Context: an optimization exercise on an open-source flow, tuned for small area, a short achievable clock period and few clock cycles per item. The choices shown serve that exercise and are no tape-out recipe.
Only simulation tests tie the RTL to the original design; equivalence was not proved.
No driver is modelled on the clock port, so clocking that relies on it looks cheaper here than on a real chip.

==> run a <==
==> flow/design.v (excerpt) <==
module skinny_top (
    input               clock,
    input               reset,
    input               start,
    input [7:0]         input_plaintext,
    input [23:0]        input_tweakey,
    output              ready,
    output              done,
    output [127:0]      ciphertext
);
export LEC_CHECK = 0
export CAP_MARGIN = 20
export CORE_MARGIN = 2
export CORE_UTILIZATION = 55
export CTS_CLUSTER_DIAMETER = 120
export CTS_CLUSTER_SIZE = 24
export SLEW_MARGIN = 20
create_clock -name core_clock -period 10.0 [get_ports {clock}]
standard.sh (not shown) runs the stock make flow with config.mk's settings and CLKGATE_MAP_FILE= SYNTH_SCRIPT=/design/flow/synth_recipe.tcl, a recipe that flattens the netlist after the stock synthesis.
==> flow/flow/run.sh <==
#!/bin/bash
# Standard ORFS layout (the standard.sh), with the resizer asked to aim for
# a setup slack margin of 6.9 ns, so it works the critical paths harder.
set -euo pipefail
bash standard.sh SETUP_SLACK_MARGIN=6.9 POST_CTS_TCL=$PWD/flow/post_cts.tcl RECOVER_MARGIN=7.0 SETUP_MOVE_SEQUENCE=unbuffer,sizeup,swap 'BUFFER_PORTS_ARGS=-buffer_cell sky130_fd_sc_hd__buf_1' finish > standard_flow.log 2>&1
==> flow/flow/post_cts.tcl <==
set block [ord::get_db_block]
set root [$block findInst clkbuf_0_clock]
if { $root != "NULL" } {
  set in_net [[$root findITerm A] getNet]
  set out_net [[$root findITerm X] getNet]
  set loads {}
  foreach it [$out_net getITerms] {
    if { [$it getInst] != $root } { lappend loads $it }
  }
  if { [llength $loads] <= 4 } {
    foreach it $loads {
      $it disconnect
      $it connect $in_net
    }
    odb::dbInst_destroy $root
    odb::dbNet_destroy $out_net
    puts "post_cts: clock port now drives [llength $loads] clock buffers directly"
  } else {
    puts "post_cts: root buffer drives [llength $loads] cells, left in place"
  }
}
if { [info exists ::env(RECOVER_MARGIN)] } {
  estimate_parasitics -placement
  set_clock_uncertainty -setup $::env(RECOVER_MARGIN) [all_clocks]
  report_worst_slack -max
  report_design_area
  repair_timing -recover_power 100
  report_worst_slack -max
  report_design_area
  set_clock_uncertainty -setup 0 [all_clocks]
  detailed_placement
  check_placement -verbose
}
==> run b: changes against run a <==
==> flow/flow/run.sh (replaced) <==
#!/bin/bash
# Standard ORFS layout (the standard.sh), with the resizer asked to aim for
# a setup slack margin of 6.85 ns, so it works the critical paths harder.
set -euo pipefail
bash standard.sh SETUP_SLACK_MARGIN=6.85 POST_CTS_TCL=$PWD/flow/post_cts.tcl PRE_GLOBAL_ROUTE_TCL=$PWD/flow/pre_grt.tcl POST_GLOBAL_ROUTE_TCL=$PWD/flow/post_grt.tcl GRT_MARGIN=6.85 RECOVER_MARGIN=6.9 SETUP_MOVE_SEQUENCE=unbuffer,sizeup,swap 'BUFFER_PORTS_ARGS=-buffer_cell sky130_fd_sc_hd__buf_1' finish > standard_flow.log 2>&1
==> flow/flow/post_grt.tcl (new file) <==
# Take away the temporary setup uncertainty set by pre_grt.tcl.
if { [info exists ::env(GRT_MARGIN)] } {
  set_clock_uncertainty -setup 0 [all_clocks]
  report_worst_slack -max
  report_design_area
}
==> flow/flow/pre_grt.tcl (new file) <==
# Before global route: express the resizer's setup margin as a temporary
# clock uncertainty, so that the power-recovery step that follows the timing
# repair (RECOVER_POWER) keeps the same margin.  post_grt.tcl removes it.
if { [info exists ::env(GRT_MARGIN)] } {
  set ::env(SETUP_SLACK_MARGIN) 0
  set ::env(RECOVER_POWER) 100
  set_clock_uncertainty -setup $::env(GRT_MARGIN) [all_clocks]
  puts "pre_grt: setup uncertainty $::env(GRT_MARGIN) while repairing"
}
==> results.yml <==
run_status:
  status: "timing/DRC/antenna clean"
cells_and_area:
  fin_area_um2: 22600
  drive_above_1_share: 0.141
  area_growth_pct: 12.1
  seq-cell-share: 0.478
sta:
  fin_skew_ps: 20.8
  worst_slew_margin_rel: 0.232
worst_setup_path:
  worstReg2RegStart: "st[47]"
detailed_routing:
  dr.pass1.iters: 6
global_routing:
  met1_usage: 0.452
(the above is from run a)
==> results.yml <==
run_status:
  status: "timing/DRC/antenna clean"
sta:
  fin_skew_ps: 21.5
  worst_slew_margin_rel: 0.227
cells_and_area:
  fin_area_um2: 21700
  drive_above_1_share: 0.0536
  seq-cell-share: 0.489
  area_growth_pct: 7.63
(the above is from run b)
Testbench counts of run a, summed over its fixed seeds: cycles 27,656, items 384.
Testbench counts of run b, summed over its fixed seeds: cycles 27,656, items 384.

## afterwards: timing with drivers on the ports
The flow's constraints put no driver on any port. The routed layouts listed below were extracted and timed again, unchanged, in two steps.
Step 1 (the two cells are an assumption about what drives the block):
set clk [get_ports {clock}]
set_driving_cell -lib_cell sky130_fd_sc_hd__clkbuf_16 $clk
set_driving_cell -lib_cell sky130_fd_sc_hd__buf_2 [delete_from_list [all_inputs] $clk]
Step 2 moves the port delays by t, midway between the first and last clock arrival at a register: inputs arrive t later, outputs are due t later. That takes back most of the time a late clock gives input paths.
a / b / c = ideal ports / drivers / drivers and shift; a / b = the first two.
run	shift t [ns]	setup slack, ns	worst setup path after step 2	latest minus earliest clock arrival (ns)
run a	0.494	6.996 / 6.928 / 7.043	register to register	0.022 / 0.023
run b	0.494	6.901 / 6.832 / 7.020	register to register	0.024 / 0.023
After both steps every run listed still meets setup and hold.
